What follows belongs to an exercise in optimizing a design on an open flow for small area, a short achievable clock period and few clock cycles per item; a production flow would make more cautious choices.
At most, simulation tests tie the RTL to the original design; equivalence was not proved.
The RTL of run 2 was laid out without a check of its function.

## flow/design.v (module list and top-level ports; edited modules follow where they fit)
// module geofence: 3888 lines
module geofence (clk, reset, X, Y, R, valid, is_inside);
  // ...
==> flow/run.sh <==
#!/bin/bash
# synth_recipe.tcl (not shown) runs the flow's synth.tcl, then flattens the netlist and writes it again
# the make line also repeats each setting of config.mk as NAME=value (left out here)
make -C /OpenROAD-flow-scripts/flow DESIGN_CONFIG=/design/flow/config.mk WORK_HOME=/design/flow/orfs CLKGATE_MAP_FILE= SYNTH_SCRIPT=/design/flow/synth_recipe.tcl finish
==> flow/config.mk <==
export PLATFORM = sky130hd
export DESIGN_NAME = geofence
export DESIGN_NICKNAME = geofence
export VERILOG_FILES = /design/flow/design.v
export SDC_FILE = /design/flow/constraint.sdc
export NUM_CORES = 4
export LEC_CHECK = 0
export ABC_AREA = 1
export CAP_MARGIN = 20
export CORE_MARGIN = 2
export CORE_UTILIZATION = 60
export CTS_BUF_LIST = sky130_fd_sc_hd__clkbuf_8
export CTS_CLUSTER_SIZE = 30
export SLEW_MARGIN = 20
==> flow/constraint.sdc <==
create_clock -name core_clock -period 32.0 [get_ports {clk}]
set_input_delay 6.4000 -clock core_clock [delete_from_list [all_inputs] [get_ports {clk}]]
set_output_delay 6.4000 -clock core_clock [all_outputs]
set_load 0.01 [all_outputs]
==> metrics.yaml, run 1 <==
status: "finished clean"
crit_path_max_incr_delay_ns: 0.57
layout-drive-gt1-share: 0.06058
cp_max_fo: 1
cts_buffers: 104
cp_top_family: "flip-flops"
arrival_ns: 1.89
yosysMostFrequentCell: "inv_1"
start_util: 0.6036
critical_path.cell_chain: "inv_1 > clkdlybuf4s50_1"
holdWs_ns: 0.2983
final_cells: 6993
grt_pass1_wl_mm: 192.3
yosysTopAreaCell: "fa_1"
period_needed_ns: 8.292
wl_met3_mm: 5.567
die_area_mm2: 0.08612
synth_nets: 6873
n_all_inverters: 1251
finalCritPeriodShare: 0.2591
grt_remaining_overflow: 0
max_freq_mhz: 120.6
detail_route.wirelength_mm: 118.3
grt_max_degree: 104
drt-met1-wl_mm: 50.97
grt_pass1_vias: 36690
use_met2: 0.4940
Testbench counts, summed over its fixed seeds: cycles 8,064, objects 384.
==> inputs of run 2 (changes only) <==
--- a/flow/design.v
+++ b/flow/design.v
@@ -3126,26 +3126,25 @@
 wire td30_G13 = td30_g6 | (td30_p6 & td30_G9);
 wire td30_G14 = td30_g8 | (td30_p8 & td30_G8);
 wire [9:0] td30_d = {(td30_p9 ^ td30_G14), (td30_p8 ^ td30_G8), (td30_p7 ^ td30_G13), (td30_p6 ^ td30_G9), (td30_p5 ^ td30_G12), (td30_p4 ^ td30_G6), (td30_p3 ^ td30_G11), (td30_p2 ^ td30_G1), (td30_p1 ^ td30_g0c), (td30_p0 ^ 1'b1)};
 wire td30_ge = td30_G10;
 reg [9:0] q7_t1;
 always @(posedge clk) q7_t1 <= {q6a_root[5], q6a_root[4], q6a_root[3], q6a_root[2], q6a_root[1], q6a_root[0], tc24_ge, tc25_ge, tc26_ge, tc27_ge};
 reg [7:0] q7_t2;
 always @(posedge clk) q7_t2 <= {q6b_root[4], q6b_root[3], q6b_root[2], q6b_root[1], q6b_root[0], td28_ge, td29_ge, td30_ge};
-reg [23:0] vs, vc;
+reg [23:0] vs;
 wire v_clr = (c == 5'd7);    
 wire [23:0] vs_in = vs;
 reg ex_sr;
 reg [10:0] eys_r;
 always @(posedge clk) begin
     ex_sr <= ex[10] & (c >= 5'd8) & (c <= 5'd13);
     eys_r <= eys;
 end
-wire [23:0] vc_in = vc;
 wire [9:0] t1m = q7_t1;
 wire acc_1 = ex[0] & eys[0];
 wire acc_2 = ex[0] & eys[1];
 wire acc_3 = ex[0] & eys[2];
 wire acc_4 = ex[0] & eys[3];
 wire acc_5 = ex[0] & eys[4];
 wire acc_6 = ex[0] & eys[5];
 wire acc_7 = ex[0] & eys[6];
@@ -3448,336 +3447,270 @@
 wire acc_304 = ~(ex_sr & eys_r[3]);
 wire acc_305 = ~(ex_sr & eys_r[4]);
 wire acc_306 = ~(ex_sr & eys_r[5]);
 wire acc_307 = ~(ex_sr & eys_r[6]);
 wire acc_308 = ~(ex_sr & eys_r[7]);
 wire acc_309 = ~(ex_sr & eys_r[8]);
 wire acc_310 = ~(ex_sr & eys_r[9]);
 wire acc_311 = ~(ex_sr & eys_r[10]);
-wire acc_312 = vc_in[10] ^ vs_in[10];
-wire acc_313 = vc_in[10] & vs_in[10];
-wire acc_314 = vc_in[11] ^ vs_in[11];
-wire acc_315 = vc_in[11] & vs_in[11];
-wire acc_316 = vc_in[6] ^ vs_in[6];
-wire acc_317 = vc_in[6] & vs_in[6];
-wire acc_318 = vc_in[7] ^ vs_in[7] ^ ~a_on;
-wire acc_319 = (vc_in[7] & vs_in[7]) | (vc_in[7] & ~a_on) | (vs_in[7] & ~a_on);
-wire acc_320 = acc_226 ^ acc_225;
-wire acc_321 = acc_226 & acc_225;
-wire acc_322 = vc_in[8] ^ vs_in[8] ^ ~a_on;
-wire acc_323 = (vc_in[8] & vs_in[8]) | (vc_in[8] & ~a_on) | (vs_in[8] & ~a_on);
-wire acc_324 = acc_235 ^ acc_234 ^ acc_233;
-wire acc_325 = (acc_235 & acc_234) | (acc_235 & acc_233) | (acc_234 & acc_233);
-wire acc_326 = acc_232 ^ acc_231;
-wire acc_327 = acc_232 & acc_231;
-wire acc_328 = vc_in[9] ^ vs_in[9] ^ acc_245;
-wire acc_329 = (vc_in[9] & vs_in[9]) | (vc_in[9] & acc_245) | (vs_in[9] & acc_245);
-wire acc_330 = acc_244 ^ acc_243 ^ acc_242;
-wire acc_331 = (acc_244 & acc_243) | (acc_244 & acc_242) | (acc_243 & acc_242);
-wire acc_332 = acc_241 ^ acc_240 ^ acc_239;
-wire acc_333 = (acc_241 & acc_240) | (acc_241 & acc_239) | (acc_240 & acc_239);
-wire acc_334 = 1'b1 ^ acc_301 ^ acc_255;
-wire acc_335 = (1'b1 & acc_301) | (1'b1 & acc_255) | (acc_301 & acc_255);
-wire acc_336 = acc_254 ^ acc_253 ^ acc_252;
-wire acc_337 = (acc_254 & acc_253) | (acc_254 & acc_252) | (acc_253 & acc_252);
-wire acc_338 = acc_251 ^ acc_250 ^ acc_249;
-wire acc_339 = (acc_251 & acc_250) | (acc_251 & acc_249) | (acc_250 & acc_249);
-wire acc_340 = acc_248 ^ acc_247;
-wire acc_341 = acc_248 & acc_247;
-wire acc_342 = acc_302 ^ ~a_on ^ acc_264;
-wire acc_343 = (acc_302 & ~a_on) | (acc_302 & acc_264) | (~a_on & acc_264);
-wire acc_344 = acc_263 ^ acc_262 ^ acc_261;
-wire acc_345 = (acc_263 & acc_262) | (acc_263 & acc_261) | (acc_262 & acc_261);
-wire acc_346 = acc_260 ^ acc_259 ^ acc_258;
-wire acc_347 = (acc_260 & acc_259) | (acc_260 & acc_258) | (acc_259 & acc_258);
-wire acc_348 = acc_257 ^ acc_256 ^ acc_314;
-wire acc_349 = (acc_257 & acc_256) | (acc_257 & acc_314) | (acc_256 & acc_314);
-wire acc_350 = vc_in[12] ^ vs_in[12] ^ acc_303;
-wire acc_351 = (vc_in[12] & vs_in[12]) | (vc_in[12] & acc_303) | (vs_in[12] & acc_303);
-wire acc_352 = acc_272 ^ acc_271 ^ acc_270;
-wire acc_353 = (acc_272 & acc_271) | (acc_272 & acc_270) | (acc_271 & acc_270);
-wire acc_354 = acc_269 ^ acc_268 ^ acc_267;
-wire acc_355 = (acc_269 & acc_268) | (acc_269 & acc_267) | (acc_268 & acc_267);
-wire acc_356 = acc_266 ^ acc_265;
-wire acc_357 = acc_266 & acc_265;
-wire acc_358 = vc_in[13] ^ vs_in[13] ^ acc_304;
-wire acc_359 = (vc_in[13] & vs_in[13]) | (vc_in[13] & acc_304) | (vs_in[13] & acc_304);
-wire acc_360 = acc_279 ^ acc_278 ^ acc_277;
-wire acc_361 = (acc_279 & acc_278) | (acc_279 & acc_277) | (acc_278 & acc_277);
-wire acc_362 = acc_276 ^ acc_275;
-wire acc_363 = acc_276 & acc_275;
-wire acc_364 = vc_in[14] ^ vs_in[14] ^ acc_305;
-wire acc_365 = (vc_in[14] & vs_in[14]) | (vc_in[14] & acc_305) | (vs_in[14] & acc_305);
-wire acc_366 = acc_285 ^ acc_284;
-wire acc_367 = acc_285 & acc_284;
-wire acc_368 = vc_in[15] ^ vs_in[15];
-wire acc_369 = vc_in[15] & vs_in[15];
-wire acc_370 = vc_in[3] ^ vs_in[3];
-wire acc_371 = vc_in[3] & vs_in[3];
-wire acc_372 = vc_in[4] ^ vs_in[4] ^ ~a_on;
-wire acc_373 = (vc_in[4] & vs_in[4]) | (vc_in[4] & ~a_on) | (vs_in[4] & ~a_on);
-wire acc_374 = acc_205 ^ acc_204;
-wire acc_375 = acc_205 & acc_204;
-wire acc_376 = vc_in[5] ^ vs_in[5] ^ ~a_on;
-wire acc_377 = (vc_in[5] & vs_in[5]) | (vc_in[5] & ~a_on) | (vs_in[5] & ~a_on);
-wire acc_378 = acc_211 ^ acc_210 ^ acc_209;
-wire acc_379 = (acc_211 & acc_210) | (acc_211 & acc_209) | (acc_210 & acc_209);
-wire acc_380 = acc_208 ^ acc_207;
-wire acc_381 = acc_208 & acc_207;
-wire acc_382 = ~a_on ^ acc_218 ^ acc_217;
-wire acc_383 = (~a_on & acc_218) | (~a_on & acc_217) | (acc_218 & acc_217);
-wire acc_384 = acc_216 ^ acc_215 ^ acc_214;
-wire acc_385 = (acc_216 & acc_215) | (acc_216 & acc_214) | (acc_215 & acc_214);
-wire acc_386 = acc_213 ^ acc_212 ^ acc_316;
-wire acc_387 = (acc_213 & acc_212) | (acc_213 & acc_316) | (acc_212 & acc_316);
-wire acc_388 = acc_224 ^ acc_223 ^ acc_222;
-wire acc_389 = (acc_224 & acc_223) | (acc_224 & acc_222) | (acc_223 & acc_222);
-wire acc_390 = acc_221 ^ acc_220 ^ acc_219;
-wire acc_391 = (acc_221 & acc_220) | (acc_221 & acc_219) | (acc_220 & acc_219);
-wire acc_392 = acc_320 ^ acc_318 ^ acc_317;
-wire acc_393 = (acc_320 & acc_318) | (acc_320 & acc_317) | (acc_318 & acc_317);
-wire acc_394 = acc_230 ^ acc_229 ^ acc_228;
-wire acc_395 = (acc_230 & acc_229) | (acc_230 & acc_228) | (acc_229 & acc_228);
-wire acc_396 = acc_227 ^ acc_326 ^ acc_324;
-wire acc_397 = (acc_227 & acc_326) | (acc_227 & acc_324) | (acc_326 & acc_324);
-wire acc_398 = acc_322 ^ acc_321 ^ acc_319;
-wire acc_399 = (acc_322 & acc_321) | (acc_322 & acc_319) | (acc_321 & acc_319);
-wire acc_400 = acc_238 ^ acc_237 ^ acc_236;
-wire acc_401 = (acc_238 & acc_237) | (acc_238 & acc_236) | (acc_237 & acc_236);
-wire acc_402 = acc_332 ^ acc_330 ^ acc_328;
-wire acc_403 = (acc_332 & acc_330) | (acc_332 & acc_328) | (acc_330 & acc_328);
-wire acc_404 = acc_327 ^ acc_325 ^ acc_323;
-wire acc_405 = (acc_327 & acc_325) | (acc_327 & acc_323) | (acc_325 & acc_323);
-wire acc_406 = acc_246 ^ acc_312 ^ acc_340;
-wire acc_407 = (acc_246 & acc_312) | (acc_246 & acc_340) | (acc_312 & acc_340);
-wire acc_408 = acc_338 ^ acc_336 ^ acc_334;
-wire acc_409 = (acc_338 & acc_336) | (acc_338 & acc_334) | (acc_336 & acc_334);
-wire acc_410 = acc_333 ^ acc_331 ^ acc_329;
-wire acc_411 = (acc_333 & acc_331) | (acc_333 & acc_329) | (acc_331 & acc_329);
-wire acc_412 = acc_313 ^ acc_348 ^ acc_346;
-wire acc_413 = (acc_313 & acc_348) | (acc_313 & acc_346) | (acc_348 & acc_346);
-wire acc_414 = acc_344 ^ acc_342 ^ acc_341;
-wire acc_415 = (acc_344 & acc_342) | (acc_344 & acc_341) | (acc_342 & acc_341);
-wire acc_416 = acc_339 ^ acc_337 ^ acc_335;
-wire acc_417 = (acc_339 & acc_337) | (acc_339 & acc_335) | (acc_337 & acc_335);
-wire acc_418 = acc_315 ^ acc_356 ^ acc_354;
-wire acc_419 = (acc_315 & acc_356) | (acc_315 & acc_354) | (acc_356 & acc_354);
-wire acc_420 = acc_352 ^ acc_350 ^ acc_349;
-wire acc_421 = (acc_352 & acc_350) | (acc_352 & acc_349) | (acc_350 & acc_349);
-wire acc_422 = acc_347 ^ acc_345 ^ acc_343;
-wire acc_423 = (acc_347 & acc_345) | (acc_347 & acc_343) | (acc_345 & acc_343);
-wire acc_424 = acc_274 ^ acc_273 ^ acc_362;
-wire acc_425 = (acc_274 & acc_273) | (acc_274 & acc_362) | (acc_273 & acc_362);
-wire acc_426 = acc_360 ^ acc_358 ^ acc_357;
-wire acc_427 = (acc_360 & acc_358) | (acc_360 & acc_357) | (acc_358 & acc_357);
-wire acc_428 = acc_355 ^ acc_353 ^ acc_351;
-wire acc_429 = (acc_355 & acc_353) | (acc_355 & acc_351) | (acc_353 & acc_351);
-wire acc_430 = acc_283 ^ acc_282 ^ acc_281;
-wire acc_431 = (acc_283 & acc_282) | (acc_283 & acc_281) | (acc_282 & acc_281);
-wire acc_432 = acc_280 ^ acc_366 ^ acc_364;
-wire acc_433 = (acc_280 & acc_366) | (acc_280 & acc_364) | (acc_366 & acc_364);
+wire acc_312 = vs_in[7] ^ ~a_on;
+wire acc_313 = vs_in[7] & ~a_on;
+wire acc_314 = vs_in[8] ^ ~a_on ^ acc_235;
+wire acc_315 = (vs_in[8] & ~a_on) | (vs_in[8] & acc_235) | (~a_on & acc_235);
+wire acc_316 = acc_234 ^ acc_233;
+wire acc_317 = acc_234 & acc_233;
+wire acc_318 = vs_in[9] ^ acc_245 ^ acc_244;
+wire acc_319 = (vs_in[9] & acc_245) | (vs_in[9] & acc_244) | (acc_245 & acc_244);
+wire acc_320 = acc_243 ^ acc_242 ^ acc_241;
+wire acc_321 = (acc_243 & acc_242) | (acc_243 & acc_241) | (acc_242 & acc_241);
+wire acc_322 = vs_in[10] ^ 1'b1 ^ acc_301;
+wire acc_323 = (vs_in[10] & 1'b1) | (vs_in[10] & acc_301) | (1'b1 & acc_301);
+wire acc_324 = acc_255 ^ acc_254 ^ acc_253;
+wire acc_325 = (acc_255 & acc_254) | (acc_255 & acc_253) | (acc_254 & acc_253);
+wire acc_326 = acc_252 ^ acc_251 ^ acc_250;
+wire acc_327 = (acc_252 & acc_251) | (acc_252 & acc_250) | (acc_251 & acc_250);
+wire acc_328 = vs_in[11] ^ acc_302 ^ ~a_on;
+wire acc_329 = (vs_in[11] & acc_302) | (vs_in[11] & ~a_on) | (acc_302 & ~a_on);
+wire acc_330 = acc_264 ^ acc_263 ^ acc_262;
+wire acc_331 = (acc_264 & acc_263) | (acc_264 & acc_262) | (acc_263 & acc_262);
+wire acc_332 = acc_261 ^ acc_260 ^ acc_259;
+wire acc_333 = (acc_261 & acc_260) | (acc_261 & acc_259) | (acc_260 & acc_259);
+wire acc_334 = vs_in[12] ^ acc_303 ^ acc_272;
+wire acc_335 = (vs_in[12] & acc_303) | (vs_in[12] & acc_272) | (acc_303 & acc_272);
+wire acc_336 = acc_271 ^ acc_270 ^ acc_269;
+wire acc_337 = (acc_271 & acc_270) | (acc_271 & acc_269) | (acc_270 & acc_269);
+wire acc_338 = vs_in[13] ^ acc_304 ^ acc_279;
+wire acc_339 = (vs_in[13] & acc_304) | (vs_in[13] & acc_279) | (acc_304 & acc_279);
+wire acc_340 = vs_in[4] ^ ~a_on;
+wire acc_341 = vs_in[4] & ~a_on;
+wire acc_342 = vs_in[5] ^ ~a_on ^ acc_211;
+wire acc_343 = (vs_in[5] & ~a_on) | (vs_in[5] & acc_211) | (~a_on & acc_211);
+wire acc_344 = acc_210 ^ acc_209;
+wire acc_345 = acc_210 & acc_209;
+wire acc_346 = vs_in[6] ^ ~a_on ^ acc_218;
+wire acc_347 = (vs_in[6] & ~a_on) | (vs_in[6] & acc_218) | (~a_on & acc_218);
+wire acc_348 = acc_217 ^ acc_216 ^ acc_215;
+wire acc_349 = (acc_217 & acc_216) | (acc_217 & acc_215) | (acc_216 & acc_215);
+wire acc_350 = acc_214 ^ acc_213;
+wire acc_351 = acc_214 & acc_213;
+wire acc_352 = acc_226 ^ acc_225 ^ acc_224;
+wire acc_353 = (acc_226 & acc_225) | (acc_226 & acc_224) | (acc_225 & acc_224);
+wire acc_354 = acc_223 ^ acc_222 ^ acc_221;
+wire acc_355 = (acc_223 & acc_222) | (acc_223 & acc_221) | (acc_222 & acc_221);
+wire acc_356 = acc_220 ^ acc_219 ^ acc_312;
+wire acc_357 = (acc_220 & acc_219) | (acc_220 & acc_312) | (acc_219 & acc_312);
+wire acc_358 = acc_232 ^ acc_231 ^ acc_230;
+wire acc_359 = (acc_232 & acc_231) | (acc_232 & acc_230) | (acc_231 & acc_230);
+wire acc_360 = acc_229 ^ acc_228 ^ acc_227;
+wire acc_361 = (acc_229 & acc_228) | (acc_229 & acc_227) | (acc_228 & acc_227);
+wire acc_362 = acc_316 ^ acc_314 ^ acc_313;
+wire acc_363 = (acc_316 & acc_314) | (acc_316 & acc_313) | (acc_314 & acc_313);
+wire acc_364 = acc_240 ^ acc_239 ^ acc_238;
+wire acc_365 = (acc_240 & acc_239) | (acc_240 & acc_238) | (acc_239 & acc_238);
+wire acc_366 = acc_237 ^ acc_236 ^ acc_320;
+wire acc_367 = (acc_237 & acc_236) | (acc_237 & acc_320) | (acc_236 & acc_320);
+wire acc_368 = acc_318 ^ acc_317 ^ acc_315;
+wire acc_369 = (acc_318 & acc_317) | (acc_318 & acc_315) | (acc_317 & acc_315);
+wire acc_370 = acc_249 ^ acc_248 ^ acc_247;
+wire acc_371 = (acc_249 & acc_248) | (acc_249 & acc_247) | (acc_248 & acc_247);
+wire acc_372 = acc_246 ^ acc_326 ^ acc_324;
+wire acc_373 = (acc_246 & acc_326) | (acc_246 & acc_324) | (acc_326 & acc_324);
+wire acc_374 = acc_322 ^ acc_321 ^ acc_319;
+wire acc_375 = (acc_322 & acc_321) | (acc_322 & acc_319) | (acc_321 & acc_319);
+wire acc_376 = acc_258 ^ acc_257 ^ acc_256;
+wire acc_377 = (acc_258 & acc_257) | (acc_258 & acc_256) | (acc_257 & acc_256);
+wire acc_378 = acc_332 ^ acc_330 ^ acc_328;
+wire acc_379 = (acc_332 & acc_330) | (acc_332 & acc_328) | (acc_330 & acc_328);
+wire acc_380 = acc_327 ^ acc_325 ^ acc_323;
+wire acc_381 = (acc_327 & acc_325) | (acc_327 & acc_323) | (acc_325 & acc_323);
+wire acc_382 = acc_268 ^ acc_267 ^ acc_266;
+wire acc_383 = (acc_268 & acc_267) | (acc_268 & acc_266) | (acc_267 & acc_266);
+wire acc_384 = acc_265 ^ acc_336 ^ acc_334;
+wire acc_385 = (acc_265 & acc_336) | (acc_265 & acc_334) | (acc_336 & acc_334);
+wire acc_386 = acc_333 ^ acc_331 ^ acc_329;
+wire acc_387 = (acc_333 & acc_331) | (acc_333 & acc_329) | (acc_331 & acc_329);
+wire acc_388 = acc_278 ^ acc_277 ^ acc_276;
+wire acc_389 = (acc_278 & acc_277) | (acc_278 & acc_276) | (acc_277 & acc_276);
+wire acc_390 = acc_275 ^ acc_274 ^ acc_273;
+wire acc_391 = (acc_275 & acc_274) | (acc_275 & acc_273) | (acc_274 & acc_273);
+wire acc_392 = acc_338 ^ acc_337 ^ acc_335;
+wire acc_393 = (acc_338 & acc_337) | (acc_338 & acc_335) | (acc_337 & acc_335);
+wire acc_394 = vs_in[14] ^ acc_305 ^ acc_285;
+wire acc_395 = (vs_in[14] & acc_305) | (vs_in[14] & acc_285) | (acc_305 & acc_285);
+wire acc_396 = acc_284 ^ acc_283 ^ acc_282;
+wire acc_397 = (acc_284 & acc_283) | (acc_284 & acc_282) | (acc_283 & acc_282);
+wire acc_398 = acc_281 ^ acc_280 ^ acc_339;
+wire acc_399 = (acc_281 & acc_280) | (acc_281 & acc_339) | (acc_280 & acc_339);
+wire acc_400 = vs_in[15] ^ acc_306 ^ acc_290;
+wire acc_401 = (vs_in[15] & acc_306) | (vs_in[15] & acc_290) | (acc_306 & acc_290);
+wire acc_402 = acc_289 ^ acc_288 ^ acc_287;
+wire acc_403 = (acc_289 & acc_288) | (acc_289 & acc_287) | (acc_288 & acc_287);
+wire acc_404 = vs_in[16] ^ acc_307 ^ acc_294;
+wire acc_405 = (vs_in[16] & acc_307) | (vs_in[16] & acc_294) | (acc_307 & acc_294);
+wire acc_406 = vs_in[2] ^ ~a_on;
+wire acc_407 = vs_in[2] & ~a_on;
+wire acc_408 = vs_in[3] ^ ~a_on ^ acc_200;
+wire acc_409 = (vs_in[3] & ~a_on) | (vs_in[3] & acc_200) | (~a_on & acc_200);
+wire acc_410 = acc_199 ^ acc_198;
+wire acc_411 = acc_199 & acc_198;
+wire acc_412 = acc_205 ^ acc_204 ^ acc_203;
+wire acc_413 = (acc_205 & acc_204) | (acc_205 & acc_203) | (acc_204 & acc_203);
+wire acc_414 = acc_202 ^ acc_201 ^ acc_340;
+wire acc_415 = (acc_202 & acc_201) | (acc_202 & acc_340) | (acc_201 & acc_340);
+wire acc_416 = acc_208 ^ acc_207 ^ acc_206;
+wire acc_417 = (acc_208 & acc_207) | (acc_208 & acc_206) | (acc_207 & acc_206);
+wire acc_418 = acc_344 ^ acc_342 ^ acc_341;
+wire acc_419 = (acc_344 & acc_342) | (acc_344 & acc_341) | (acc_342 & acc_341);
+wire acc_420 = acc_212 ^ acc_350 ^ acc_348;
+wire acc_421 = (acc_212 & acc_350) | (acc_212 & acc_348) | (acc_350 & acc_348);
+wire acc_422 = acc_346 ^ acc_345 ^ acc_343;
+wire acc_423 = (acc_346 & acc_345) | (acc_346 & acc_343) | (acc_345 & acc_343);
+wire acc_424 = acc_356 ^ acc_354 ^ acc_352;
+wire acc_425 = (acc_356 & acc_354) | (acc_356 & acc_352) | (acc_354 & acc_352);
+wire acc_426 = acc_351 ^ acc_349 ^ acc_347;
+wire acc_427 = (acc_351 & acc_349) | (acc_351 & acc_347) | (acc_349 & acc_347);
+wire acc_428 = acc_362 ^ acc_360 ^ acc_358;
+wire acc_429 = (acc_362 & acc_360) | (acc_362 & acc_358) | (acc_360 & acc_358);
+wire acc_430 = acc_357 ^ acc_355 ^ acc_353;
+wire acc_431 = (acc_357 & acc_355) | (acc_357 & acc_353) | (acc_355 & acc_353);
+wire acc_432 = acc_368 ^ acc_366 ^ acc_364;
+wire acc_433 = (acc_368 & acc_366) | (acc_368 & acc_364) | (acc_366 & acc_364);
 wire acc_434 = acc_363 ^ acc_361 ^ acc_359;
 wire acc_435 = (acc_363 & acc_361) | (acc_363 & acc_359) | (acc_361 & acc_359);
-wire acc_436 = acc_306 ^ acc_290 ^ acc_289;
-wire acc_437 = (acc_306 & acc_290) | (acc_306 & acc_289) | (acc_290 & acc_289);
-wire acc_438 = acc_288 ^ acc_287 ^ acc_286;
-wire acc_439 = (acc_288 & acc_287) | (acc_288 & acc_286) | (acc_287 & acc_286);
-wire acc_440 = acc_368 ^ acc_367 ^ acc_365;
-wire acc_441 = (acc_368 & acc_367) | (acc_368 & acc_365) | (acc_367 & acc_365);
-wire acc_442 = vc_in[16] ^ vs_in[16] ^ acc_307;
-wire acc_443 = (vc_in[16] & vs_in[16]) | (vc_in[16] & acc_307) | (vs_in[16] & acc_307);
-wire acc_444 = acc_294 ^ acc_293 ^ acc_292;
-wire acc_445 = (acc_294 & acc_293) | (acc_294 & acc_292) | (acc_293 & acc_292);
-wire acc_446 = acc_291 ^ acc_369;
-wire acc_447 = acc_291 & acc_369;
-wire acc_448 = vc_in[17] ^ vs_in[17] ^ acc_308;
-wire acc_449 = (vc_in[17] & vs_in[17]) | (vc_in[17] & acc_308) | (vs_in[17] & acc_308);
-wire acc_450 = acc_297 ^ acc_296;
-wire acc_451 = acc_297 & acc_296;
-wire acc_452 = vc_in[18] ^ vs_in[18];
-wire acc_453 = vc_in[18] & vs_in[18];
-wire acc_454 = vc_in[1] ^ vs_in[1];
-wire acc_455 = vc_in[1] & vs_in[1];
-wire acc_456 = vc_in[2] ^ vs_in[2] ^ ~a_on;
-wire acc_457 = (vc_in[2] & vs_in[2]) | (vc_in[2] & ~a_on) | (vs_in[2] & ~a_on);
-wire acc_458 = acc_196 ^ acc_195;
-wire acc_459 = acc_196 & acc_195;
-wire acc_460 = ~a_on ^ acc_200 ^ acc_199;
-wire acc_461 = (~a_on & acc_200) | (~a_on & acc_199) | (acc_200 & acc_199);
-wire acc_462 = acc_198 ^ acc_197 ^ acc_370;
-wire acc_463 = (acc_198 & acc_197) | (acc_198 & acc_370) | (acc_197 & acc_370);
-wire acc_464 = acc_203 ^ acc_202 ^ acc_201;
-wire acc_465 = (acc_203 & acc_202) | (acc_203 & acc_201) | (acc_202 & acc_201);
-wire acc_466 = acc_374 ^ acc_372 ^ acc_371;
-wire acc_467 = (acc_374 & acc_372) | (acc_374 & acc_371) | (acc_372 & acc_371);
-wire acc_468 = acc_206 ^ acc_380 ^ acc_378;
-wire acc_469 = (acc_206 & acc_380) | (acc_206 & acc_378) | (acc_380 & acc_378);
-wire acc_470 = acc_376 ^ acc_375 ^ acc_373;
-wire acc_471 = (acc_376 & acc_375) | (acc_376 & acc_373) | (acc_375 & acc_373);
-wire acc_472 = acc_386 ^ acc_384 ^ acc_382;
-wire acc_473 = (acc_386 & acc_384) | (acc_386 & acc_382) | (acc_384 & acc_382);
-wire acc_474 = acc_381 ^ acc_379 ^ acc_377;
-wire acc_475 = (acc_381 & acc_379) | (acc_381 & acc_377) | (acc_379 & acc_377);
-wire acc_476 = acc_392 ^ acc_390 ^ acc_388;
-wire acc_477 = (acc_392 & acc_390) | (acc_392 & acc_388) | (acc_390 & acc_388);
-wire acc_478 = acc_387 ^ acc_385 ^ acc_383;
-wire acc_479 = (acc_387 & acc_385) | (acc_387 & acc_383) | (acc_385 & acc_383);
-wire acc_480 = acc_398 ^ acc_396 ^ acc_394;
-wire acc_481 = (acc_398 & acc_396) | (acc_398 & acc_394) | (acc_396 & acc_394);
-wire acc_482 = acc_393 ^ acc_391 ^ acc_389;
-wire acc_483 = (acc_393 & acc_391) | (acc_393 & acc_389) | (acc_391 & acc_389);
-wire acc_484 = acc_404 ^ acc_402 ^ acc_400;
-wire acc_485 = (acc_404 & acc_402) | (acc_404 & acc_400) | (acc_402 & acc_400);
-wire acc_486 = acc_399 ^ acc_397 ^ acc_395;
-wire acc_487 = (acc_399 & acc_397) | (acc_399 & acc_395) | (acc_397 & acc_395);
-wire acc_488 = acc_410 ^ acc_408 ^ acc_406;
-wire acc_489 = (acc_410 & acc_408) | (acc_410 & acc_406) | (acc_408 & acc_406);
-wire acc_490 = acc_405 ^ acc_403 ^ acc_401;
-wire acc_491 = (acc_405 & acc_403) | (acc_405 & acc_401) | (acc_403 & acc_401);
-wire acc_492 = acc_416 ^ acc_414 ^ acc_412;
-wire acc_493 = (acc_416 & acc_414) | (acc_416 & acc_412) | (acc_414 & acc_412);
-wire acc_494 = acc_411 ^ acc_409 ^ acc_407;
-wire acc_495 = (acc_411 & acc_409) | (acc_411 & acc_407) | (acc_409 & acc_407);
-wire acc_496 = acc_422 ^ acc_420 ^ acc_418;
-wire acc_497 = (acc_422 & acc_420) | (acc_422 & acc_418) | (acc_420 & acc_418);
-wire acc_498 = acc_417 ^ acc_415 ^ acc_413;
-wire acc_499 = (acc_417 & acc_415) | (acc_417 & acc_413) | (acc_415 & acc_413);
-wire acc_500 = acc_428 ^ acc_426 ^ acc_424;
-wire acc_501 = (acc_428 & acc_426) | (acc_428 & acc_424) | (acc_426 & acc_424);
-wire acc_502 = acc_423 ^ acc_421 ^ acc_419;
-wire acc_503 = (acc_423 & acc_421) | (acc_423 & acc_419) | (acc_421 & acc_419);
-wire acc_504 = acc_434 ^ acc_432 ^ acc_430;
-wire acc_505 = (acc_434 & acc_432) | (acc_434 & acc_430) | (acc_432 & acc_430);
-wire acc_506 = acc_429 ^ acc_427 ^ acc_425;
-wire acc_507 = (acc_429 & acc_427) | (acc_429 & acc_425) | (acc_427 & acc_425);
-wire acc_508 = acc_440 ^ acc_438 ^ acc_436;
-wire acc_509 = (acc_440 & acc_438) | (acc_440 & acc_436) | (acc_438 & acc_436);
-wire acc_510 = acc_435 ^ acc_433 ^ acc_431;
-wire acc_511 = (acc_435 & acc_433) | (acc_435 & acc_431) | (acc_433 & acc_431);
-wire acc_512 = acc_446 ^ acc_444 ^ acc_442;
-wire acc_513 = (acc_446 & acc_444) | (acc_446 & acc_442) | (acc_444 & acc_442);
-wire acc_514 = acc_441 ^ acc_439 ^ acc_437;
-wire acc_515 = (acc_441 & acc_439) | (acc_441 & acc_437) | (acc_439 & acc_437);
-wire acc_516 = acc_295 ^ acc_450 ^ acc_448;
-wire acc_517 = (acc_295 & acc_450) | (acc_295 & acc_448) | (acc_450 & acc_448);
-wire acc_518 = acc_447 ^ acc_445 ^ acc_443;
-wire acc_519 = (acc_447 & acc_445) | (acc_447 & acc_443) | (acc_445 & acc_443);
-wire acc_520 = acc_309 ^ acc_299 ^ acc_298;
-wire acc_521 = (acc_309 & acc_299) | (acc_309 & acc_298) | (acc_299 & acc_298);
-wire acc_522 = acc_452 ^ acc_451 ^ acc_449;
-wire acc_523 = (acc_452 & acc_451) | (acc_452 & acc_449) | (acc_451 & acc_449);
-wire acc_524 = vc_in[19] ^ vs_in[19] ^ acc_310;
-wire acc_525 = (vc_in[19] & vs_in[19]) | (vc_in[19] & acc_310) | (vs_in[19] & acc_310);
-wire acc_526 = ~a_on ^ acc_300 ^ acc_453;
-wire acc_527 = (~a_on & acc_300) | (~a_on & acc_453) | (acc_300 & acc_453);
-wire acc_528 = vc_in[20] ^ vs_in[20] ^ acc_311;
-wire acc_529 = (vc_in[20] & vs_in[20]) | (vc_in[20] & acc_311) | (vs_in[20] & acc_311);
-wire acc_530 = vc_in[21] ^ vs_in[21];
-wire acc_531 = vc_in[21] & vs_in[21];
-wire acc_532 = vc_in[22] ^ vs_in[22];
-wire acc_533 = vc_in[22] & vs_in[22];
-wire acc_534 = vc_in[23] ^ vs_in[23];
-wire acc_535 = vc_in[23] & vs_in[23];
-wire acc_536 = ~a_on ^ acc_193;
-wire acc_537 = ~a_on & acc_193;
-wire acc_538 = acc_194 ^ acc_458 ^ acc_456;
-wire acc_539 = (acc_194 & acc_458) | (acc_194 & acc_456) | (acc_458 & acc_456);
-wire acc_540 = acc_462 ^ acc_460 ^ acc_459;
-wire acc_541 = (acc_462 & acc_460) | (acc_462 & acc_459) | (acc_460 & acc_459);
-wire acc_542 = acc_466 ^ acc_464 ^ acc_463;
-wire acc_543 = (acc_466 & acc_464) | (acc_466 & acc_463) | (acc_464 & acc_463);
-wire acc_544 = acc_470 ^ acc_468 ^ acc_467;
-wire acc_545 = (acc_470 & acc_468) | (acc_470 & acc_467) | (acc_468 & acc_467);
-wire acc_546 = acc_474 ^ acc_472 ^ acc_471;
-wire acc_547 = (acc_474 & acc_472) | (acc_474 & acc_471) | (acc_472 & acc_471);
-wire acc_548 = acc_478 ^ acc_476 ^ acc_475;
-wire acc_549 = (acc_478 & acc_476) | (acc_478 & acc_475) | (acc_476 & acc_475);
-wire acc_550 = acc_482 ^ acc_480 ^ acc_479;
-wire acc_551 = (acc_482 & acc_480) | (acc_482 & acc_479) | (acc_480 & acc_479);
-wire acc_552 = acc_486 ^ acc_484 ^ acc_483;
-wire acc_553 = (acc_486 & acc_484) | (acc_486 & acc_483) | (acc_484 & acc_483);
-wire acc_554 = acc_490 ^ acc_488 ^ acc_487;
-wire acc_555 = (acc_490 & acc_488) | (acc_490 & acc_487) | (acc_488 & acc_487);
-wire acc_556 = acc_494 ^ acc_492 ^ acc_491;
-wire acc_557 = (acc_494 & acc_492) | (acc_494 & acc_491) | (acc_492 & acc_491);
-wire acc_558 = acc_498 ^ acc_496 ^ acc_495;
-wire acc_559 = (acc_498 & acc_496) | (acc_498 & acc_495) | (acc_496 & acc_495);
-wire acc_560 = acc_502 ^ acc_500 ^ acc_499;
-wire acc_561 = (acc_502 & acc_500) | (acc_502 & acc_499) | (acc_500 & acc_499);
-wire acc_562 = acc_506 ^ acc_504 ^ acc_503;
-wire acc_563 = (acc_506 & acc_504) | (acc_506 & acc_503) | (acc_504 & acc_503);
-wire acc_564 = acc_510 ^ acc_508 ^ acc_507;
-wire acc_565 = (acc_510 & acc_508) | (acc_510 & acc_507) | (acc_508 & acc_507);
-wire acc_566 = acc_514 ^ acc_512 ^ acc_511;
-wire acc_567 = (acc_514 & acc_512) | (acc_514 & acc_511) | (acc_512 & acc_511);
-wire acc_568 = acc_518 ^ acc_516 ^ acc_515;
-wire acc_569 = (acc_518 & acc_516) | (acc_518 & acc_515) | (acc_516 & acc_515);
-wire acc_570 = acc_522 ^ acc_520 ^ acc_519;
-wire acc_571 = (acc_522 & acc_520) | (acc_522 & acc_519) | (acc_520 & acc_519);
-wire acc_572 = acc_526 ^ acc_524 ^ acc_523;
-wire acc_573 = (acc_526 & acc_524) | (acc_526 & acc_523) | (acc_524 & acc_523);
-wire acc_574 = ~a_on ^ acc_528 ^ acc_527;
-wire acc_575 = (~a_on & acc_528) | (~a_on & acc_527) | (acc_528 & acc_527);
-wire acc_576 = 1'b1 ^ ~a_on ^ acc_530;
-wire acc_577 = (1'b1 & ~a_on) | (1'b1 & acc_530) | (~a_on & acc_530);
-wire acc_578 = 1'b1 ^ ~a_on ^ acc_532;
-wire acc_579 = (1'b1 & ~a_on) | (1'b1 & acc_532) | (~a_on & acc_532);
-wire acc_580 = 1'b1 ^ ~a_on ^ acc_534;
-wire acc_581 = (1'b1 & ~a_on) | (1'b1 & acc_534) | (~a_on & acc_534);
-wire acc_582 = vc_in[0] ^ vs_in[0];
-wire acc_583 = vc_in[0] & vs_in[0];
-wire acc_584 = acc_192 ^ acc_454 ^ acc_536;
-wire acc_585 = (acc_192 & acc_454) | (acc_192 & acc_536) | (acc_454 & acc_536);
-wire acc_586 = acc_455 ^ acc_538 ^ acc_537;
-wire acc_587 = (acc_455 & acc_538) | (acc_455 & acc_537) | (acc_538 & acc_537);
-wire acc_588 = acc_457 ^ acc_540 ^ acc_539;
-wire acc_589 = (acc_457 & acc_540) | (acc_457 & acc_539) | (acc_540 & acc_539);
-wire acc_590 = acc_461 ^ acc_542 ^ acc_541;
-wire acc_591 = (acc_461 & acc_542) | (acc_461 & acc_541) | (acc_542 & acc_541);
-wire acc_592 = acc_465 ^ acc_544 ^ acc_543;
-wire acc_593 = (acc_465 & acc_544) | (acc_465 & acc_543) | (acc_544 & acc_543);
-wire acc_594 = acc_469 ^ acc_546 ^ acc_545;
-wire acc_595 = (acc_469 & acc_546) | (acc_469 & acc_545) | (acc_546 & acc_545);
-wire acc_596 = acc_473 ^ acc_548 ^ acc_547;
-wire acc_597 = (acc_473 & acc_548) | (acc_473 & acc_547) | (acc_548 & acc_547);
-wire acc_598 = acc_477 ^ acc_550 ^ acc_549;
-wire acc_599 = (acc_477 & acc_550) | (acc_477 & acc_549) | (acc_550 & acc_549);
-wire acc_600 = acc_481 ^ acc_552 ^ acc_551;
-wire acc_601 = (acc_481 & acc_552) | (acc_481 & acc_551) | (acc_552 & acc_551);
-wire acc_602 = acc_485 ^ acc_554 ^ acc_553;
-wire acc_603 = (acc_485 & acc_554) | (acc_485 & acc_553) | (acc_554 & acc_553);
-wire acc_604 = acc_489 ^ acc_556 ^ acc_555;
-wire acc_605 = (acc_489 & acc_556) | (acc_489 & acc_555) | (acc_556 & acc_555);
-wire acc_606 = acc_493 ^ acc_558 ^ acc_557;
-wire acc_607 = (acc_493 & acc_558) | (acc_493 & acc_557) | (acc_558 & acc_557);
-wire acc_608 = acc_497 ^ acc_560 ^ acc_559;
-wire acc_609 = (acc_497 & acc_560) | (acc_497 & acc_559) | (acc_560 & acc_559);
-wire acc_610 = acc_501 ^ acc_562 ^ acc_561;
-wire acc_611 = (acc_501 & acc_562) | (acc_501 & acc_561) | (acc_562 & acc_561);
-wire acc_612 = acc_505 ^ acc_564 ^ acc_563;
-wire acc_613 = (acc_505 & acc_564) | (acc_505 & acc_563) | (acc_564 & acc_563);
-wire acc_614 = acc_509 ^ acc_566 ^ acc_565;
-wire acc_615 = (acc_509 & acc_566) | (acc_509 & acc_565) | (acc_566 & acc_565);
-wire acc_616 = acc_513 ^ acc_568 ^ acc_567;
-wire acc_617 = (acc_513 & acc_568) | (acc_513 & acc_567) | (acc_568 & acc_567);
-wire acc_618 = acc_517 ^ acc_570 ^ acc_569;
-wire acc_619 = (acc_517 & acc_570) | (acc_517 & acc_569) | (acc_570 & acc_569);
-wire acc_620 = acc_521 ^ acc_572 ^ acc_571;
-wire acc_621 = (acc_521 & acc_572) | (acc_521 & acc_571) | (acc_572 & acc_571);
-wire acc_622 = acc_525 ^ acc_574 ^ acc_573;
-wire acc_623 = (acc_525 & acc_574) | (acc_525 & acc_573) | (acc_574 & acc_573);
-wire acc_624 = acc_529 ^ acc_576 ^ acc_575;
-wire acc_625 = (acc_529 & acc_576) | (acc_529 & acc_575) | (acc_576 & acc_575);
-wire acc_626 = acc_531 ^ acc_578 ^ acc_577;
-wire acc_627 = (acc_531 & acc_578) | (acc_531 & acc_577) | (acc_578 & acc_577);
-wire acc_628 = acc_533 ^ acc_580 ^ acc_579;
-wire acc_629 = (acc_533 & acc_580) | (acc_533 & acc_579) | (acc_580 & acc_579);
-wire [23:0] v_s = {acc_627, acc_625, acc_623, acc_621, acc_619, acc_617, acc_615, acc_613, acc_611, acc_609, acc_607, acc_605, acc_603, acc_601, acc_599, acc_597, acc_595, acc_593, acc_591, acc_589, acc_587, acc_585, acc_583, acc_582};
-wire [23:0] v_c = {acc_628, acc_626, acc_624, acc_622, acc_620, acc_618, acc_616, acc_614, acc_612, acc_610, acc_608, acc_606, acc_604, acc_602, acc_600, acc_598, acc_596, acc_594, acc_592, acc_590, acc_588, acc_586, acc_584, acc_191};
+wire acc_436 = acc_374 ^ acc_372 ^ acc_370;
+wire acc_437 = (acc_374 & acc_372) | (acc_374 & acc_370) | (acc_372 & acc_370);
+wire acc_438 = acc_369 ^ acc_367 ^ acc_365;
+wire acc_439 = (acc_369 & acc_367) | (acc_369 & acc_365) | (acc_367 & acc_365);
+wire acc_440 = acc_380 ^ acc_378 ^ acc_376;
+wire acc_441 = (acc_380 & acc_378) | (acc_380 & acc_376) | (acc_378 & acc_376);
+wire acc_442 = acc_375 ^ acc_373 ^ acc_371;
+wire acc_443 = (acc_375 & acc_373) | (acc_375 & acc_371) | (acc_373 & acc_371);
+wire acc_444 = acc_386 ^ acc_384 ^ acc_382;
+wire acc_445 = (acc_386 & acc_384) | (acc_386 & acc_382) | (acc_384 & acc_382);
+wire acc_446 = acc_381 ^ acc_379 ^ acc_377;
+wire acc_447 = (acc_381 & acc_379) | (acc_381 & acc_377) | (acc_379 & acc_377);
+wire acc_448 = acc_392 ^ acc_390 ^ acc_388;
+wire acc_449 = (acc_392 & acc_390) | (acc_392 & acc_388) | (acc_390 & acc_388);
+wire acc_450 = acc_387 ^ acc_385 ^ acc_383;
+wire acc_451 = (acc_387 & acc_385) | (acc_387 & acc_383) | (acc_385 & acc_383);
+wire acc_452 = acc_398 ^ acc_396 ^ acc_394;
+wire acc_453 = (acc_398 & acc_396) | (acc_398 & acc_394) | (acc_396 & acc_394);
+wire acc_454 = acc_393 ^ acc_391 ^ acc_389;
+wire acc_455 = (acc_393 & acc_391) | (acc_393 & acc_389) | (acc_391 & acc_389);
+wire acc_456 = acc_286 ^ acc_402 ^ acc_400;
+wire acc_457 = (acc_286 & acc_402) | (acc_286 & acc_400) | (acc_402 & acc_400);
+wire acc_458 = acc_399 ^ acc_397 ^ acc_395;
+wire acc_459 = (acc_399 & acc_397) | (acc_399 & acc_395) | (acc_397 & acc_395);
+wire acc_460 = acc_293 ^ acc_292 ^ acc_291;
+wire acc_461 = (acc_293 & acc_292) | (acc_293 & acc_291) | (acc_292 & acc_291);
+wire acc_462 = acc_404 ^ acc_403 ^ acc_401;
+wire acc_463 = (acc_404 & acc_403) | (acc_404 & acc_401) | (acc_403 & acc_401);
+wire acc_464 = vs_in[17] ^ acc_308 ^ acc_297;
+wire acc_465 = (vs_in[17] & acc_308) | (vs_in[17] & acc_297) | (acc_308 & acc_297);
+wire acc_466 = acc_296 ^ acc_295 ^ acc_405;
+wire acc_467 = (acc_296 & acc_295) | (acc_296 & acc_405) | (acc_295 & acc_405);
+wire acc_468 = vs_in[18] ^ acc_309 ^ acc_299;
+wire acc_469 = (vs_in[18] & acc_309) | (vs_in[18] & acc_299) | (acc_309 & acc_299);
+wire acc_470 = vs_in[19] ^ acc_310;
+wire acc_471 = vs_in[19] & acc_310;
+wire acc_472 = vs_in[1] ^ ~a_on;
+wire acc_473 = vs_in[1] & ~a_on;
+wire acc_474 = acc_196 ^ acc_195 ^ acc_194;
+wire acc_475 = (acc_196 & acc_195) | (acc_196 & acc_194) | (acc_195 & acc_194);
+wire acc_476 = acc_197 ^ acc_410 ^ acc_408;
+wire acc_477 = (acc_197 & acc_410) | (acc_197 & acc_408) | (acc_410 & acc_408);
+wire acc_478 = acc_414 ^ acc_412 ^ acc_411;
+wire acc_479 = (acc_414 & acc_412) | (acc_414 & acc_411) | (acc_412 & acc_411);
+wire acc_480 = acc_418 ^ acc_416 ^ acc_415;
+wire acc_481 = (acc_418 & acc_416) | (acc_418 & acc_415) | (acc_416 & acc_415);
+wire acc_482 = acc_422 ^ acc_420 ^ acc_419;
+wire acc_483 = (acc_422 & acc_420) | (acc_422 & acc_419) | (acc_420 & acc_419);
+wire acc_484 = acc_426 ^ acc_424 ^ acc_423;
+wire acc_485 = (acc_426 & acc_424) | (acc_426 & acc_423) | (acc_424 & acc_423);
+wire acc_486 = acc_430 ^ acc_428 ^ acc_427;
+wire acc_487 = (acc_430 & acc_428) | (acc_430 & acc_427) | (acc_428 & acc_427);
+wire acc_488 = acc_434 ^ acc_432 ^ acc_431;
+wire acc_489 = (acc_434 & acc_432) | (acc_434 & acc_431) | (acc_432 & acc_431);
+wire acc_490 = acc_438 ^ acc_436 ^ acc_435;
+wire acc_491 = (acc_438 & acc_436) | (acc_438 & acc_435) | (acc_436 & acc_435);
+wire acc_492 = acc_442 ^ acc_440 ^ acc_439;
+wire acc_493 = (acc_442 & acc_440) | (acc_442 & acc_439) | (acc_440 & acc_439);
+wire acc_494 = acc_446 ^ acc_444 ^ acc_443;
+wire acc_495 = (acc_446 & acc_444) | (acc_446 & acc_443) | (acc_444 & acc_443);
+wire acc_496 = acc_450 ^ acc_448 ^ acc_447;
+wire acc_497 = (acc_450 & acc_448) | (acc_450 & acc_447) | (acc_448 & acc_447);
+wire acc_498 = acc_454 ^ acc_452 ^ acc_451;
+wire acc_499 = (acc_454 & acc_452) | (acc_454 & acc_451) | (acc_452 & acc_451);
+wire acc_500 = acc_458 ^ acc_456 ^ acc_455;
+wire acc_501 = (acc_458 & acc_456) | (acc_458 & acc_455) | (acc_456 & acc_455);
+wire acc_502 = acc_462 ^ acc_460 ^ acc_459;
+wire acc_503 = (acc_462 & acc_460) | (acc_462 & acc_459) | (acc_460 & acc_459);
+wire acc_504 = acc_466 ^ acc_464 ^ acc_463;
+wire acc_505 = (acc_466 & acc_464) | (acc_466 & acc_463) | (acc_464 & acc_463);
+wire acc_506 = acc_298 ^ acc_468 ^ acc_467;
+wire acc_507 = (acc_298 & acc_468) | (acc_298 & acc_467) | (acc_468 & acc_467);
+wire acc_508 = ~a_on ^ acc_300 ^ acc_470;
+wire acc_509 = (~a_on & acc_300) | (~a_on & acc_470) | (acc_300 & acc_470);
+wire acc_510 = vs_in[20] ^ acc_311 ^ ~a_on;
+wire acc_511 = (vs_in[20] & acc_311) | (vs_in[20] & ~a_on) | (acc_311 & ~a_on);
+wire acc_512 = vs_in[21] ^ 1'b1;
+wire acc_513 = vs_in[21] & 1'b1;
+wire acc_514 = vs_in[22] ^ 1'b1;
+wire acc_515 = vs_in[22] & 1'b1;
+wire acc_516 = vs_in[23] ^ 1'b1;
+wire acc_517 = vs_in[23] & 1'b1;
+wire acc_518 = acc_193 ^ acc_192;
+wire acc_519 = acc_193 & acc_192;
+wire acc_520 = acc_406 ^ acc_474 ^ acc_473;
+wire acc_521 = (acc_406 & acc_474) | (acc_406 & acc_473) | (acc_474 & acc_473);
+wire acc_522 = acc_407 ^ acc_476 ^ acc_475;
+wire acc_523 = (acc_407 & acc_476) | (acc_407 & acc_475) | (acc_476 & acc_475);
+wire acc_524 = acc_409 ^ acc_478 ^ acc_477;
+wire acc_525 = (acc_409 & acc_478) | (acc_409 & acc_477) | (acc_478 & acc_477);
+wire acc_526 = acc_413 ^ acc_480 ^ acc_479;
+wire acc_527 = (acc_413 & acc_480) | (acc_413 & acc_479) | (acc_480 & acc_479);
+wire acc_528 = acc_417 ^ acc_482 ^ acc_481;
+wire acc_529 = (acc_417 & acc_482) | (acc_417 & acc_481) | (acc_482 & acc_481);
+wire acc_530 = acc_421 ^ acc_484 ^ acc_483;
+wire acc_531 = (acc_421 & acc_484) | (acc_421 & acc_483) | (acc_484 & acc_483);
+wire acc_532 = acc_425 ^ acc_486 ^ acc_485;
+wire acc_533 = (acc_425 & acc_486) | (acc_425 & acc_485) | (acc_486 & acc_485);
+wire acc_534 = acc_429 ^ acc_488 ^ acc_487;
+wire acc_535 = (acc_429 & acc_488) | (acc_429 & acc_487) | (acc_488 & acc_487);
+wire acc_536 = acc_433 ^ acc_490 ^ acc_489;
+wire acc_537 = (acc_433 & acc_490) | (acc_433 & acc_489) | (acc_490 & acc_489);
+wire acc_538 = acc_437 ^ acc_492 ^ acc_491;
+wire acc_539 = (acc_437 & acc_492) | (acc_437 & acc_491) | (acc_492 & acc_491);
+wire acc_540 = acc_441 ^ acc_494 ^ acc_493;
+wire acc_541 = (acc_441 & acc_494) | (acc_441 & acc_493) | (acc_494 & acc_493);
+wire acc_542 = acc_445 ^ acc_496 ^ acc_495;
+wire acc_543 = (acc_445 & acc_496) | (acc_445 & acc_495) | (acc_496 & acc_495);
+wire acc_544 = acc_449 ^ acc_498 ^ acc_497;
+wire acc_545 = (acc_449 & acc_498) | (acc_449 & acc_497) | (acc_498 & acc_497);
+wire acc_546 = acc_453 ^ acc_500 ^ acc_499;
+wire acc_547 = (acc_453 & acc_500) | (acc_453 & acc_499) | (acc_500 & acc_499);
+wire acc_548 = acc_457 ^ acc_502 ^ acc_501;
+wire acc_549 = (acc_457 & acc_502) | (acc_457 & acc_501) | (acc_502 & acc_501);
+wire acc_550 = acc_461 ^ acc_504 ^ acc_503;
+wire acc_551 = (acc_461 & acc_504) | (acc_461 & acc_503) | (acc_504 & acc_503);
+wire acc_552 = acc_465 ^ acc_506 ^ acc_505;
+wire acc_553 = (acc_465 & acc_506) | (acc_465 & acc_505) | (acc_506 & acc_505);
+wire acc_554 = acc_469 ^ acc_508 ^ acc_507;
+wire acc_555 = (acc_469 & acc_508) | (acc_469 & acc_507) | (acc_508 & acc_507);
+wire acc_556 = acc_471 ^ acc_510 ^ acc_509;
+wire acc_557 = (acc_471 & acc_510) | (acc_471 & acc_509) | (acc_510 & acc_509);
+wire acc_558 = ~a_on ^ acc_512 ^ acc_511;
+wire acc_559 = (~a_on & acc_512) | (~a_on & acc_511) | (acc_512 & acc_511);
+wire acc_560 = ~a_on ^ acc_514 ^ acc_513;
+wire acc_561 = (~a_on & acc_514) | (~a_on & acc_513) | (acc_514 & acc_513);
+wire acc_562 = ~a_on ^ acc_516 ^ acc_515;
+wire acc_563 = (~a_on & acc_516) | (~a_on & acc_515) | (acc_516 & acc_515);
+wire [23:0] v_s = {acc_561, acc_559, acc_557, acc_555, acc_553, acc_551, acc_549, acc_547, acc_545, acc_543, acc_541, acc_539, acc_537, acc_535, acc_533, acc_531, acc_529, acc_527, acc_525, acc_523, acc_521, acc_519, acc_518, acc_191};
+wire [23:0] v_c = {acc_562, acc_560, acc_558, acc_556, acc_554, acc_552, acc_550, acc_548, acc_546, acc_544, acc_542, acc_540, acc_538, acc_536, acc_534, acc_532, acc_530, acc_528, acc_526, acc_524, acc_522, acc_520, acc_472, vs_in[0]};
 wire vsum_g0 = v_s[0] & v_c[0];
 wire vsum_p0 = v_s[0] ^ v_c[0];
 wire vsum_g1 = v_s[1] & v_c[1];
 wire vsum_p1 = v_s[1] ^ v_c[1];
 wire vsum_g2 = v_s[2] & v_c[2];
 wire vsum_p2 = v_s[2] ^ v_c[2];
 wire vsum_g3 = v_s[3] & v_c[3];
 wire vsum_p3 = v_s[3] ^ v_c[3];
@@ -3875,14 +3808,11 @@
 wire vsum_G34 = vsum_g8 | (vsum_p8 & vsum_G19);
 wire vsum_G35 = vsum_g10 | (vsum_p10 & vsum_G27);
 wire vsum_G36 = vsum_g12 | (vsum_p12 & vsum_G24);
 wire vsum_G37 = vsum_g14 | (vsum_p14 & vsum_G28);
 wire vsum_G38 = vsum_g16 | (vsum_p16 & vsum_G22);
 wire vsum_G39 = vsum_g18 | (vsum_p18 & vsum_G29);
 wire vsum_G40 = vsum_g20 | (vsum_p20 & vsum_G25);
 wire vsum_G41 = vsum_g22 | (vsum_p22 & vsum_G30);
-reg v_neg;
-always @(posedge clk) begin
-    vs <= v_s & {24{~v_clr}}; vc <= v_c & {24{~v_clr}}; v_neg <= (vsum_p23 ^ vsum_G41);
-end
-assign is_inside = !v_neg;
+always @(posedge clk) vs <= {(vsum_p23 ^ vsum_G41), (vsum_p22 ^ vsum_G30), (vsum_p21 ^ vsum_G40), (vsum_p20 ^ vsum_G25), (vsum_p19 ^ vsum_G39), (vsum_p18 ^ vsum_G29), (vsum_p17 ^ vsum_G38), (vsum_p16 ^ vsum_G22), (vsum_p15 ^ vsum_G37), (vsum_p14 ^ vsum_G28), (vsum_p13 ^ vsum_G36), (vsum_p12 ^ vsum_G24), (vsum_p11 ^ vsum_G35), (vsum_p10 ^ vsum_G27), (vsum_p9 ^ vsum_G34), (vsum_p8 ^ vsum_G19), (vsum_p7 ^ vsum_G33), (vsum_p6 ^ vsum_G26), (vsum_p5 ^ vsum_G32), (vsum_p4 ^ vsum_G13), (vsum_p3 ^ vsum_G31), (vsum_p2 ^ vsum_G1), (vsum_p1 ^ vsum_g0), vsum_p0} & {24{~v_clr}};
+assign is_inside = !vs[23];
 endmodule
==> flow/config.mk (replaced) <==
export PLATFORM = sky130hd
export DESIGN_NAME = geofence
export DESIGN_NICKNAME = geofence
export VERILOG_FILES = /design/flow/design.v
export SDC_FILE = /design/flow/constraint.sdc
export NUM_CORES = 4
export LEC_CHECK = 0
export ABC_AREA = 1
export CAP_MARGIN = 20
export CORE_MARGIN = 2
export CORE_UTILIZATION = 60
export SLEW_MARGIN = 20
==> run 2 against run 1 <==
Against the previous run: still clean on timing, DRC and antenna; worst setup slack got worse by 0.66 ns; worst hold slack improved by 0.0081 ns; clock-buffer cell count fell by 46; cell count fell by 3.2%; die area fell by 2.3%; core utilization rose by 0.47 points; synthesized cell count fell by 2.3%; critical path type is now flip-flop to flip-flop; critical endpoint is now vs[22]; highest routed layer unchanged.
==> metrics.yaml, run 2 <==
status: "finished clean"
drv_slew: 0
drc: 0
multi_input_area_mm2: 0.03027
synth_cell_types: 69
fin_worst_skew_ns: 0.03117
crit_path_max_incr_delay_ns: 0.67  # +0.10 ns
synth_edf_count: 220
root_buffer: "clkbuf_16"
final_cells: 6770  # -3.2%
core_mm2: 0.08081
yosysTopAreaCell: "fa_1"
io_pins: 35
mostFrequentLayoutCell: "inv_1"
rows: 104
synth.cell_area_mm2: 0.04909
synth-seq-area-share: 0.2787
holdWs_ns: 0.3064  # +0.008121 ns
netlist_instances: 5682
reg_top3: "sr: 60 flops, sx: 60 flops, sy: 60 flops"
cts_tree: "yes"
yosysWarnings: 7
grt_remaining_overflow: 0  # unchanged
area_growth_syn_to_layout_pct: 7.376
grt_antenna_before_repair: 0
cp_max_fo: 12  # +11
setup_violations: 0
drt_first_pass_iters: 7
die_height_um: 290.1
fill_cells: 6873
clk_pin_slew_ns: 0.06
cts.hold.buffers_added: 0
crit_path_frequent_cell: "fa_1"
antennaDiodeCount: 0
synth-seq-cells: 572
fin_setup_tns_ns: 0
netlist_top_cells_area: "fa_1 20%, dfxtp_1 14%, edfxtp_1 13%"
seq_area_mm2: 0.01368
grt_pass1_vias: 35920  # -2.1%
detail_route.wirelength_mm: 116.2  # -1.7%
ys_async_sr_fraction: 0.01049
io_buffers: 33
die_area_mm2: 0.08413  # -2.3%
cts_buffers: 67  # -36%
postCtsSetupBuffers: 0
layout-drive-gt1-share: 0.04816  # -0.01241
start_util: 0.6075  # +0.003972
cts_resized: 0
via_per_inst: 5.309
drtAntennaViolNets: 0
via_count: 35940
synth_top_area_share: 0.1957
die_w_um: 290.1
dp_cells: 6648
gp_congestion: 0.9402
hold_viol_final: 0
max_slew_margin: 0.3503
finalCritPeriodShare: 0.2796  # +0.02052
syn_avg_cell_area_um2: 8.640
hpwl_mm: 89.63
most-common-layout-cells: "1,173 x inv_1, 1,143 x nand2_1, 527 x ha_1"
tightest_slew_ns: 0.9746
grt_max_degree: 102  # -1.9%
critical_path_class: "flip-flop to flip-flop"
grt_pass1_wl_mm: 191.2  # -0.59%
hp-class: "flip-flop to flip-flop"
max_freq_mhz: 111.8  # -7.3%
drt_iter0_drc: 2311
yosysMostFrequentCell: "inv_1"
rsz0062_at_grt: "false"
htree_levels: 3
crit_slowest_cell: "a221oi_1"
yosys-top-cells-count: "1,173 x inv_1, 1,145 x nand2_1, 527 x ha_1"
synth_ff_type: "dfxtp_1"
clock_path_buffers: 3
end_kind: "flip-flop"
cap_violations: 0
clock_latency_ns: 0.62
cp-start-kind: "flip-flop"
fin_nets: 6697
arrival_ns: 9.50  # +7.61 ns
synth_nets: 6722  # -2.2%
worst_ep_required_time_ns: 32.56
period_needed_ns: 8.948  # +0.6567 ns
grt_use_total: 0.2827
cts.sinks: 572
routedWlPerCell_um: 17.17
run 2: layout make-up:
type	instances	share of cell area
multi-input cells	3759	0.5742
well taps	1060	0.02516
clock inverters	32	0.008711
clock buffers	90	0.03631
inverters	1189	0.08476
repair buffers	68	0.01125
flip-flops and latches	572	0.2596
run 2: logic make-up after synthesis:
family,share of synthesized area
AO/OA/AOI/OAI,0.09045
AND/OR/NAND/NOR,0.1481
buffers and inverters,0.1051
multiplexers,0.003364
flip-flops,0.2787
XOR/XNOR,0.04419
adder cells (fa/ha/maj),0.3300
run 2: per-stage QoR:
| stage | setup WS (ns) | utilization | area [µm²] |
|---|---|---|---|
| detailed placement | 22.95 | 0.6229 | 50340 |
| global route | 22.35 | 0.6524 | 52720 |
| global placement | 23.00 | 0.6229 | 50340 |
| CTS | 22.92 | 0.6523 | 52710 |
| finish | 23.05 | 0.6524 | 52720 |
| floorplan | 24.11 | - | 49090 |
run 2: routing by layer:
metal / track usage / wire (µm) / part of all wire
met1: 0.3761 / 50350 / 0.43
met2: 0.4837 / 56430 / 0.49
met3: 0.03554 / 5638 / 0.049
met4: 0.08575 / 3817 / 0.033
met5: 0 / 0 / 0
run 2: final timing paths:
kind / from / endpoint / slack [ns] / depth (start not counted)
max: sx[5][0] / vs[22] / 23.05 / 33
min: q5_a[7] / q6a_lo[7] / 0.31 / 0
max reg2reg: sx[5][0] / vs[22] / 23.05 / 33
min reg2reg: q5_a[7] / q6a_lo[7] / 0.31 / 0
max in group asynchronous: reset / c[3] / 25.68 / 2
min in group asynchronous: reset / c[1] / 6.09 / 2
run 2: critical path, delay by kind of cell (launching register included):
family	cells	cell delay, ns
AO/OA/AOI/OAI	10	2.56
flip-flops	1	0.41
adder cells (fa/ha/maj)	9	3.67
AND/OR/NAND/NOR	9	1.44
buffers and inverters	5	0.78

what the ideal ports hide:
How much do the figures lean on ideal ports? The routed layouts below were timed once more, with nothing changed but the port constraints. Step 1 assumes that a clkbuf_16 drives the clock port and a buf_2 every other input. Step 2 times the ports against the registers' clock, not the clock port: input delays grow and output delays shrink by t, the midpoint of the rising clock arrivals with the driver on. a / b / c = ideal / step 1 / step 2; a / b = the first two.
run | t (ns) | setup WS [ns] | clock arrival spread, ns | worst register clock-pin slew, ns | pins driven straight from the clock port
run 1 | 0.824 | 23.709 / 23.651 / 23.148 | 0.055 / 0.055 | 0.07 / 0.07 | 1
run 2 | 0.682 | 23.052 / 23.052 / 23.052 | 0.034 / 0.034 | 0.07 / 0.07 | 1
After both steps setup and hold are still met in every run listed. For run 1, which loses most, drivers alone change the setup slack by -0.058 ns; drivers and shift together by -0.561 ns.
